Source: an optimization exercise on an open RTL-to-GDS flow (aim: small area). Production flows keep margins and buffers that such runs may drop. In this exercise RTL edits were held to simulation tests only and were not proved equivalent to the original. The flow treats the clock pin as an ideal source. Dropping or thinning the clock tree relies on that and would not hold on a real chip.

==> inputs of run E <==
==> flow/design.v (excerpt) <==
module fir_lowpass
  (input  logic clock, reset,
   input  logic [15:0] xin,
   output logic [15:0] y);
export LEC_CHECK = 0
export CAP_MARGIN = 20
export CORE_MARGIN = 2
export CORE_UTILIZATION = 70
export SLEW_MARGIN = 20
export SYNTH_HIERARCHICAL = 1
create_clock -name core_clock -period 20.0 [get_ports {clock}]
standard.sh (not shown) runs the stock make flow with config.mk's settings and CLKGATE_MAP_FILE= SYNTH_SCRIPT=/design/flow/synth_recipe.tcl, a recipe that flattens the netlist after the stock synthesis.
==> flow/flow/run.sh <==
#!/bin/bash
# The standard layout (standard.sh: ORFS from synthesis to finish) with three changes:
# - ports are buffered with the smallest buffer (BUFFER_PORTS_ARGS);
# - clock tree synthesis inserts no dummy loads;
# - after clock tree synthesis, flow/post_cts.tcl replaces its tree with a two-level tree of
#   fewer buffers (flow/mytree.tcl).
# ORFS keeps each tool's log under orfs/logs/; make's own output goes to make_finish.log here.
set -euo pipefail
here=$(pwd)
export POST_CTS_TCL="$here/flow/post_cts.tcl"
CTS="-sink_clustering_enable -repair_clock_nets -dont_use_dummy_load -buf_list sky130_fd_sc_hd__clkbuf_8"
bash standard.sh "BUFFER_PORTS_ARGS=-buffer_cell sky130_fd_sc_hd__buf_1" "CTS_ARGS=$CTS" "POST_CTS_TCL=$POST_CTS_TCL" finish > make_finish.log 2>&1
==> flow/flow/mytree.tcl <==
# Builds a two-level clock tree by hand: the clock port drives one root buffer, which drives
# NLEAF leaf buffers, each placed at the centroid of a k-means cluster of flip-flops.
proc build_clock_tree {nleaf leafcell rootcell} {
  set block [ord::get_db_block]
  set db [ord::get_db]
  set clknet [$block findNet clock]
  set sinks {}
  foreach it [$clknet getITerms] {
    lappend sinks $it
  }
  set n [llength $sinks]
  set xs {}; set ys {}
  foreach it $sinks {
    set bb [[$it getInst] getBBox]
    lappend xs [expr {([$bb xMin] + [$bb xMax]) / 2.0}]
    lappend ys [expr {([$bb yMin] + [$bb yMax]) / 2.0}]
  }
  # k-means, seeded with sinks spread along the sorted order of x+y
  set order [lsort -real -indices [lmap x $xs y $ys {expr {$x + 0.7 * $y}}]]
  set cx {}; set cy {}
  for {set k 0} {$k < $nleaf} {incr k} {
    set i [lindex $order [expr {int(($k + 0.5) * $n / $nleaf)}]]
    lappend cx [lindex $xs $i]; lappend cy [lindex $ys $i]
  }
  set cap [expr {int(ceil(double($n) / $nleaf)) + 2}]
  for {set iter 0} {$iter < 30} {incr iter} {
    # capacitated assignment: sinks in order of their best distance, each to the nearest cluster with room
    set cnt [lrepeat $nleaf 0]
    set assign [lrepeat $n -1]
    set pairs {}
    for {set i 0} {$i < $n} {incr i} {
      for {set k 0} {$k < $nleaf} {incr k} {
        set d [expr {abs([lindex $xs $i] - [lindex $cx $k]) + abs([lindex $ys $i] - [lindex $cy $k])}]
        lappend pairs [list $d $i $k]
      }
    }
    foreach p [lsort -real -index 0 $pairs] {
      lassign $p d i k
      if {[lindex $assign $i] >= 0} continue
      if {[lindex $cnt $k] >= $cap} continue
      lset assign $i $k
      lset cnt $k [expr {[lindex $cnt $k] + 1}]
    }
    set sx [lrepeat $nleaf 0.0]; set sy [lrepeat $nleaf 0.0]
    for {set i 0} {$i < $n} {incr i} {
      set k [lindex $assign $i]
      lset sx $k [expr {[lindex $sx $k] + [lindex $xs $i]}]
      lset sy $k [expr {[lindex $sy $k] + [lindex $ys $i]}]
    }
    for {set k 0} {$k < $nleaf} {incr k} {
      if {[lindex $cnt $k] > 0} {
        lset cx $k [expr {[lindex $sx $k] / [lindex $cnt $k]}]
        lset cy $k [expr {[lindex $sy $k] / [lindex $cnt $k]}]
      }
    }
  }
  set rootm [$db findMaster $rootcell]
  set leafm [$db findMaster $leafcell]
  set rootnet [odb::dbNet_create $block "clknet_root"]
  $rootnet setSigType CLOCK
  set root [odb::dbInst_create $block $rootm "clkbuf_root"]
  set mx 0.0; set my 0.0
  for {set k 0} {$k < $nleaf} {incr k} { set mx [expr {$mx + [lindex $cx $k]}]; set my [expr {$my + [lindex $cy $k]}] }
  $root setLocation [expr {int($mx / $nleaf)}] [expr {int($my / $nleaf)}]
  $root setPlacementStatus PLACED
  [$root findITerm A] connect $clknet
  [$root findITerm X] connect $rootnet
  set leafnets {}
  for {set k 0} {$k < $nleaf} {incr k} {
    set net [odb::dbNet_create $block "clknet_leaf_$k"]
    $net setSigType CLOCK
    set b [odb::dbInst_create $block $leafm "clkbuf_leaf_$k"]
    $b setLocation [expr {int([lindex $cx $k])}] [expr {int([lindex $cy $k])}]
    $b setPlacementStatus PLACED
    [$b findITerm A] connect $rootnet
    [$b findITerm X] connect $net
    lappend leafnets $net
  }
  for {set i 0} {$i < $n} {incr i} {
    set it [lindex $sinks $i]
    $it disconnect
    $it connect [lindex $leafnets [lindex $assign $i]]
  }
  puts "manual clock tree: $n sinks, $nleaf leaves of $leafcell, root $rootcell, cluster sizes $cnt"
}
==> flow/flow/post_cts.tcl <==
# POST_CTS_TCL hook: swap the clock tree that clock_tree_synthesis built for a two-level tree of
# fewer, larger clock buffers (clock port -> one root buffer -> leaf buffers -> flip-flops),
# then legalize the placement again.
set here [file dirname $::env(POST_CTS_TCL)]
source $here/mytree.tcl
source $here/replace_tree.tcl
replace_clock_tree 10 sky130_fd_sc_hd__clkbuf_8 sky130_fd_sc_hd__clkbuf_4
detailed_placement
check_placement -verbose
estimate_parasitics -placement
==> flow/flow/replace_tree.tcl <==
# Replaces the clock tree that clock_tree_synthesis built with build_clock_tree's.
proc replace_clock_tree {nleaf leafcell rootcell} {
  set block [ord::get_db_block]
  set clknet [$block findNet clock]
  foreach inst [$block getInsts] {
    if {[string match "sky130_fd_sc_hd__dfxtp*" [[$inst getMaster] getName]]} {
      set it [$inst findITerm CLK]
      $it disconnect
      $it connect $clknet
    }
  }
  set del {}
  foreach inst [$block getInsts] {
    set nm [$inst getName]
    if {[string match "clkbuf_*" $nm] || [string match "clkload*" $nm]} { lappend del $inst }
  }
  foreach inst $del { odb::dbInst_destroy $inst }
  foreach net [$block getNets] {
    if {[string match "clknet_*" [$net getName]] && [llength [$net getITerms]] == 0} { odb::dbNet_destroy $net }
  }
  puts "removed [llength $del] clock tree cells"
  build_clock_tree $nleaf $leafcell $rootcell
}
==> run F: changes against run E <==
==> flow/flow/run.sh (replaced) <==
#!/bin/bash
# The standard layout (the standard.sh: ORFS synthesis through finish), with two changes:
# ports are buffered with the smallest buffer, and clock tree synthesis uses small clock buffers
# and inserts no dummy loads. Each tool's output is kept by ORFS under orfs/logs/; make's own
# output goes to make_finish.log here.
set -euo pipefail
CTS="-sink_clustering_enable -repair_clock_nets -dont_use_dummy_load -buf_list ${FLOW_CTS_BUF:-sky130_fd_sc_hd__clkbuf_8} -sink_clustering_size ${FLOW_CTS_SIZE:-14}"
bash standard.sh "BUFFER_PORTS_ARGS=-buffer_cell sky130_fd_sc_hd__buf_1" "CTS_ARGS=$CTS" finish > make_finish.log 2>&1
removed: flow/flow/mytree.tcl
removed: flow/flow/post_cts.tcl
removed: flow/flow/replace_tree.tcl
==> qor summary <==
                                                                     run E           run F
Growth of design area from synthesis to finish                       4.55%           5.42%
Beginning of the critical path                                       xr[0]           xr[2]
Final core occ                                                       74.9%           75.5%
WL per Instance                                                    21.2 um         21.2 um
Number of inserted filler cells in the final layout                    941             950
Layout Nets                                                           1050            1056
Final std cells w/o fill                                               949             954
Result of the run                                           finished clean  finished clean
Violation count after the first detailed-routing iteration             369             340
Worst reg2reg startpoint                                             xr[0]           xr[2]
Slew @ Worst Pin                                                   1050 ps         1060 ps
Final critical-path setup slack                                    6160 ps         6210 ps
Proportion of layout cells with a drive suffix above 1               4.30%           5.04%
Worst Hold End                                                       y[10]            y[1]
Routed metal-1 wirelength                                          8.77 mm         8.70 mm
Tightest hold margin                                                558 ps          546 ps
The clock cells of run E come from the design's own scripts or RTL, not from TritonCTS.

what the ideal ports hide:
Ports are ideal in the flow. The routed layouts listed here were re-timed in OpenROAD.
Step 1: set_driving_cell puts a clkbuf_16 on clock and a buf_2 on each other input, an assumption about the parent block.
Step 2 times the ports against the registers' clock, not the clock port: input delays grow and output delays shrink by t, the midpoint of the rising clock arrivals with the driver on.
Slacks: ideal / step 1 / step 2; pairs: ideal / step 1.
run	t, ns	setup WS [ns]	worst setup path at the end	slew at the worst register clock pin (ns)
run E	0.596	6.157 / 6.157 / 6.157	register to register	0.11 / 0.11
run F	0.482	6.212 / 6.212 / 6.212	register to register	0.10 / 0.10
After both steps every run listed still meets setup and hold.
